This design comes from an exercise in tuning for small area, a short achievable clock period and few clock cycles per item on the open sky130 flow, not from production work.
At most, simulation tests tie the RTL to the original design; equivalence was not proved.

// angle_frame
module angle_frame(
	input clk,
	input rst,
	input start,
	input [11:0] x,
	input [11:0] y,
	output [55:0] frame,
	output frame_valid
    );
Size in the first run: about 2400 cells after synthesis, ~15000 um2 of cells after synthesis.
clock: 8.0 ns
lec_check: 0
cap_margin: 20
core_margin: 2
core_utilization: 30
cts_buf_list: sky130_fd_sc_hd__clkbuf_16
cts_cluster_diameter: 80
cts_cluster_size: 24
setup_slack_margin: 4.6
slew_margin: 20
synth_memory_max_bits: 65536
standard.sh (not shown) runs the stock make flow with config.mk's settings and CLKGATE_MAP_FILE= SYNTH_SCRIPT=/design/flow/synth_recipe.tcl, a recipe that flattens the netlist after the stock synthesis.
==> flow/flow/run.sh <==
#!/bin/bash
# Layout flow: the standard synthesis, then the combinational logic
# (everything but the flip-flops, which keep their names and cells) is
# re-mapped by ABC with an area-recovering script; then the standard
# layout from the netlist, with sky130_fd_sc_hd__buf_2 port buffers.
# Every tool's output goes to a log file in this folder.
set -euo pipefail
bash standard.sh synth > flow_synth.log 2>&1
R=orfs/results/sky130hd/angle_frame/base
cp $R/1_2_yosys.v $R/1_2_yosys_standard.v
LIB=$FLOW_HOME/platforms/sky130hd/lib/sky130_fd_sc_hd__tt_025C_1v80.lib
sed -e "s#@IN@#$R/1_2_yosys_standard.v#" -e "s#@OUT@#$R/1_2_yosys.v#" \
    -e "s#@LIB@#$LIB#g" -e "s#@ABC@#flow/resynth.abc#" flow/resynth.ys > resynth.ys
yosys -l yosys_resynth.log -q resynth.ys > /dev/null 2>&1
bash standard.sh BUFFER_PORTS_ARGS="-buffer_cell sky130_fd_sc_hd__buf_2" finish > flow_finish.log 2>&1
Other scripts of this flow, unchanged in this note and not shown: flow/flow/resynth.abc, flow/flow/resynth.ys
Edit:
--- a/flow/design.v
+++ b/flow/design.v
@@ -1,24 +1,24 @@
 module atang(
 	input             clk,
 	input             load,       
 	input      [11:0] x,
 	input      [11:0] y,
 	output     [31:0] z,
 	output            far2,       
 	output            far1,       
 	output            dec         
     );
 	reg  [32:0] xr;              
-	reg  [33:6] rh;
-	wire [34:0] rr = {rh[33], rh, 6'd0};
+	reg  [34:6] rh;
+	wire [34:0] rr = {rh, 6'd0};
 	reg  [31:0] zr;
 	reg  [31:1] t;               
 	reg  [16:0] oh;              
 	reg         dn;              
 	wire d = rr[34];             
 	wire dx = ~dn;
 	wire [29:17] ohh = t[30:18] & ~t[29:17];
 	wire [29:0] a = ({30{oh[0]}} & 30'h35214E63) |
 	                ({30{oh[1]}} & 30'h1C128E80) |
 	                ({30{oh[2]}} & 30'h0E400224) |
 	                ({30{oh[3]}} & 30'h0727154C) |
@@ -120,30 +120,30 @@
 	wire [32:0] xnext;
 	wire [31:0] znext;
 	add29 radd(.a(rr[33:5]), .b({2'b00, xm[32:6]} ^ {29{~d}}), .ci(~d), .s(rnext));
 	add33 xadd(.a(xr), .b(ysh ^ {33{dx}}), .ci(dx), .s(xnext));
 	add32 zadd(.a(zr), .b({2'b00, a} ^ {32{dx}}), .ci(dx), .s(znext));
 	wire [12:0] xy_sum, xy_dif;
 	add13 sadd(.a({1'b0, x}), .b({1'b0, y}), .ci(1'b0), .s(xy_sum));
 	add13 dadd(.a({1'b0, y}), .b(~{1'b0, x}), .ci(1'b1), .s(xy_dif));
 	always @(posedge clk) begin
 		t <= load ? 31'h7fffffff : {t[30:1], 1'b0};
 		oh <= load ? 17'd1 : {oh[15:0], 1'b0};
-		dn <= load ? ~xy_dif[12] : ~rnext[33];
+		dn <= load ? ~xy_dif[12] : ~rnext[34];
 		if (load) begin
 			xr <= {1'b0, xy_sum, 19'b0};
-			rh <= {{2{xy_dif[12]}}, xy_dif, 13'b0};
+			rh <= {{3{xy_dif[12]}}, xy_dif, 13'b0};
 			zr <= 32'h5A000000;
 		end else begin
 			xr <= xnext;
-			rh <= rnext[33:6];
+			rh <= rnext;
 			zr <= znext;
 		end
 	end
 	wire [14:0] zl = zr[14:0] ^ {15{dn}};
 	assign far2 = ~|a[29:14] & (zl >= {a[13:0], 1'b0});
 	assign far1 = ~|a[29:15] & (zl >= a[14:0]);
 	assign dec = dx;
 	assign z = zr;
 endmodule
 module add29(input [28:0] a, input [28:0] b, input ci, output [28:0] s);
 	wire [28:0] p0 = a ^ b;
Result: Die area rose by 0.62%; design area is about the same; area after synthesis rose by 0.63%; non-clock buffer count fell by 11; wire length fell by 0.86%; global-route usage fell by 0.25 points; cell count rose by 1.4%; worst hold slack improves by 4.7 ps; synthesized cell count rose by 2.4%; count of clock-buffer cells in the layout fell by 1.
Testbench counts after the change, summed over its fixed seeds: cycles 155,428, frames 8,000.
Only the layout flow was run in the first run of this note; the RTL was not checked for function there.


middle:
angle_frame, a different RTL version from the one above (not shown whole).
Size in the first run: roughly 16,000 sq um of cells after synthesis.
clock: 8.0 ns
lec_check: 0
cap_margin: 20
core_margin: 2
core_utilization: 40
cts_buf_list: sky130_fd_sc_hd__clkbuf_16
cts_cluster_diameter: 80
cts_cluster_size: 24
setup_slack_margin: 4.7
slew_margin: 20
synth_memory_max_bits: 65536
==> flow/flow/resynth.abc <==
strash
dch
map -B 0.2
topo
stime -c
upsize -c
dnsize -c
==> flow/flow/resynth.ys <==
read_liberty -overwrite -ignore_miss_func @LIB@
read_verilog -overwrite @IN@
hierarchy -top angle_frame
setattr -mod -set keep_hierarchy 1 sky130_fd_sc_hd__df*
flatten
opt_clean
abc -script @ABC@ -liberty @LIB@ -dont_use sky130_fd_sc_hd__lpflow_bleeder_1 -dont_use sky130_fd_sc_hd__lpflow_clkbufkapwr_1 -dont_use sky130_fd_sc_hd__lpflow_clkbufkapwr_16 -dont_use sky130_fd_sc_hd__lpflow_clkbufkapwr_2 -dont_use sky130_fd_sc_hd__lpflow_clkbufkapwr_4 -dont_use sky130_fd_sc_hd__lpflow_clkbufkapwr_8 -dont_use sky130_fd_sc_hd__lpflow_clkinvkapwr_1 -dont_use sky130_fd_sc_hd__lpflow_clkinvkapwr_16 -dont_use sky130_fd_sc_hd__lpflow_clkinvkapwr_2 -dont_use sky130_fd_sc_hd__lpflow_clkinvkapwr_4 -dont_use sky130_fd_sc_hd__lpflow_clkinvkapwr_8 -dont_use sky130_fd_sc_hd__lpflow_decapkapwr_12 -dont_use sky130_fd_sc_hd__lpflow_decapkapwr_3 -dont_use sky130_fd_sc_hd__lpflow_decapkapwr_4 -dont_use sky130_fd_sc_hd__lpflow_decapkapwr_6 -dont_use sky130_fd_sc_hd__lpflow_decapkapwr_8 -dont_use sky130_fd_sc_hd__lpflow_inputiso0n_1 -dont_use sky130_fd_sc_hd__lpflow_inputiso0p_1 -dont_use sky130_fd_sc_hd__lpflow_inputiso1n_1 -dont_use sky130_fd_sc_hd__lpflow_inputiso1p_1 -dont_use sky130_fd_sc_hd__lpflow_inputisolatch_1 -dont_use sky130_fd_sc_hd__lpflow_isobufsrc_1 -dont_use sky130_fd_sc_hd__lpflow_isobufsrc_16 -dont_use sky130_fd_sc_hd__lpflow_isobufsrc_2 -dont_use sky130_fd_sc_hd__lpflow_isobufsrc_4 -dont_use sky130_fd_sc_hd__lpflow_isobufsrc_8 -dont_use sky130_fd_sc_hd__lpflow_isobufsrckapwr_16 -dont_use sky130_fd_sc_hd__lpflow_lsbuf_lh_hl_isowell_tap_1 -dont_use sky130_fd_sc_hd__lpflow_lsbuf_lh_hl_isowell_tap_2 -dont_use sky130_fd_sc_hd__lpflow_lsbuf_lh_hl_isowell_tap_4 -dont_use sky130_fd_sc_hd__lpflow_lsbuf_lh_isowell_4 -dont_use sky130_fd_sc_hd__lpflow_lsbuf_lh_isowell_tap_1 -dont_use sky130_fd_sc_hd__lpflow_lsbuf_lh_isowell_tap_2 -dont_use sky130_fd_sc_hd__lpflow_lsbuf_lh_isowell_tap_4 -dont_use sky130_fd_sc_hd__probe_p_8 -dont_use sky130_fd_sc_hd__probec_p_8 
opt_clean -purge
hilomap -singleton -hicell sky130_fd_sc_hd__conb_1 HI -locell sky130_fd_sc_hd__conb_1 LO
setundef -zero
splitnets
opt_clean -purge
stat -liberty @LIB@
delete =sky130_fd_sc_hd__*
write_verilog -noattr -noexpr -nohex -nodec @OUT@
Scripts as last shown in full above: flow/flow/run.sh
middle: done, clean on timing, DRC and antenna
Testbench counts of middle, summed over its fixed seeds: cycles 159,356, frames 8,000.
diff inputs: middle => north
--- a/flow/design.v
+++ b/flow/design.v
@@ -1,19 +1,21 @@
 module atang(
 	input             clk,
 	input             load,       
 	input      [11:0] x,
 	input      [11:0] y,
 	output     [31:0] z,
-	output            done        
+	output            far2,       
+	output            far1,       
+	output            dec         
     );
 	reg  [32:0] xr;              
 	reg  [34:0] rr;              
 	reg  [31:0] zr;
 	reg  [31:1] t;               
 	reg  [16:0] oh;              
 	reg         dn;              
 	wire d = rr[34];             
 	wire dx = ~dn;
 	reg  [29:0] a;
 	wire [29:0] anext = ({30{oh[0]}} & 30'h1C128E80) |
 	                    ({30{oh[1]}} & 30'h0E400224) |
@@ -107,25 +109,27 @@
 		dn <= load ? ~xy_dif[12] : ~rnext[34];
 		if (load) begin
 			xr <= {1'b0, xy_sum, 19'b0};
 			rr <= {{3{xy_dif[12]}}, xy_dif, 19'b0};
 			zr <= 32'h5A000000;
 		end else begin
 			xr <= xnext;
 			rr <= rnext;
 			zr <= znext;
 		end
 	end
 	wire [14:0] zl = zr[14:0] ^ {15{dn}};
-	assign done = ~|a[29:14] & (zl >= {a[13:0], 1'b0});
+	assign far2 = ~|a[29:14] & (zl >= {a[13:0], 1'b0});
+	assign far1 = ~|a[29:15] & (zl >= a[14:0]);
+	assign dec = dx;
 	assign z = zr;
 endmodule
 module add35(input [34:0] a, input [34:0] b, input ci, output [34:0] s);
 	wire [34:0] p0 = a ^ b;
 	wire [34:0] g0 = a & b;
 	wire gc0 = g0[0] | (p0[0] & ci);
 	wire gn1 = g0[1] | (p0[1] & gc0);
 	wire gn2 = g0[3] | (p0[3] & g0[2]);
 	wire pn2 = p0[3] & p0[2];
 	wire gn3 = g0[5] | (p0[5] & g0[4]);
 	wire pn3 = p0[5] & p0[4];
 	wire gn4 = g0[7] | (p0[7] & g0[6]);
@@ -737,35 +741,42 @@
 	input [11:0] x,
 	input [11:0] y,
 	output [55:0] frame,
 	output frame_valid
     );
 	reg        busy;
 	reg        valid;
 	reg  [20:0] dig;
 	reg  [7:0]  crc_hi;          
 	wire [31:0] z;
 	wire [20:0] dig_next;
 	wire [7:0]  crc_hi_next, crc_lo, crc_0;
-	wire        done;
-	atang Arctg_alg(.clk(clk), .load(start), .x(x), .y(y), .z(z), .done(done));
+	wire        far2, far1, dec;
+	atang Arctg_alg(.clk(clk), .load(start), .x(x), .y(y), .z(z),
+	                .far2(far2), .far1(far1), .dec(dec));
 	conv_dec_ascii Conversie(.d_in(z[31:15]), .digits(dig_next));
 	CRC crc_a(.digits({dig_next[20:4], 4'd0}), .crc(crc_hi_next));
 	CRC crc_b(.digits({17'd0, dig[3:0]}), .crc(crc_lo));
 	CRC crc_c(.digits(21'd0), .crc(crc_0));
-	wire last = done;
+	reg        pend;
+	reg        dprev;
+	wire       late = pend & (dec ^ dprev);
+	wire       live = busy & ~late;
 	always @(posedge clk) begin
 		dig <= dig_next;
 		crc_hi <= crc_hi_next;
+		dprev <= dec;
 		if (rst) begin
 			busy  <= 1'b0;
 			valid <= 1'b0;
+			pend  <= 1'b0;
 		end else begin
-			busy  <= start | (busy & ~last);
-			valid <= busy & last;
+			busy  <= start | (live & ~far2);
+			valid <= live & far2;
+			pend  <= live & ~far2 & far1;
 		end
 	end
 	assign frame = {7'b0011000, dig[20], 4'h3, dig[19:16], 4'h3, dig[15:12],
 	                4'h3, dig[11:8], 4'h3, dig[7:4], 4'h3, dig[3:0],
 	                crc_hi ^ crc_lo ^ crc_0};
-	assign frame_valid = valid;
+	assign frame_valid = valid | late;
 endmodule
Findings:
- From middle to north the numbers moved as follows: depth of the worst register-to-register path down 1; width of the chip flat; worst hold slack down 0.0060 ns.
- On number of DRC markers in iteration 0, north does worse than middle.
- Higher initial antenna violation count was reported by middle, not north.
- Relative to middle, number of fillers in the final layout decreased by 31 in north.
- Diff middle -> north: final worst-path setup slack lower; vias after detailed routing higher.
For north, only the layout was checked, not whether the RTL still works.

-- what the ideal ports hide --
In the flow no input, the clock included, has a driving cell. The finished layouts below were timed again as built, in two steps.
Step 1, drivers: a clkbuf_16 drives clk and a buf_2 each remaining input, both assumed.
Step 2 times the ports against the registers' clock, not the clock port: input delays grow and output delays shrink by t, the midpoint of the rising clock arrivals with the driver on.
Slacks: ideal ports / drivers / drivers and shift; pairs: ideal ports / drivers.
run | t, ns | setup WS [ns] | worst register clock-pin slew, ns | worst data-port slew with drivers (ns) | pins driven straight from the clock port
the first run of note 1 | 0.539 | 4.743 / 4.682 / 4.239 | 0.08 / 0.08 | 0.05 | 1
the second run of note 1 | 0.548 | 4.756 / 4.761 / 4.225 | 0.08 / 0.08 | 0.05 | 1
middle | 0.581 | 4.837 / 4.789 / 4.262 | 0.10 / 0.10 | 0.06 | 1
north | 0.585 | 4.773 / 4.746 / 4.206 | 0.10 / 0.10 | 0.05 | 1
After both steps every run listed still meets setup and hold. The setup slack of middle, which loses most, moves by -0.048 ns with the drivers and by -0.575 ns with both steps.
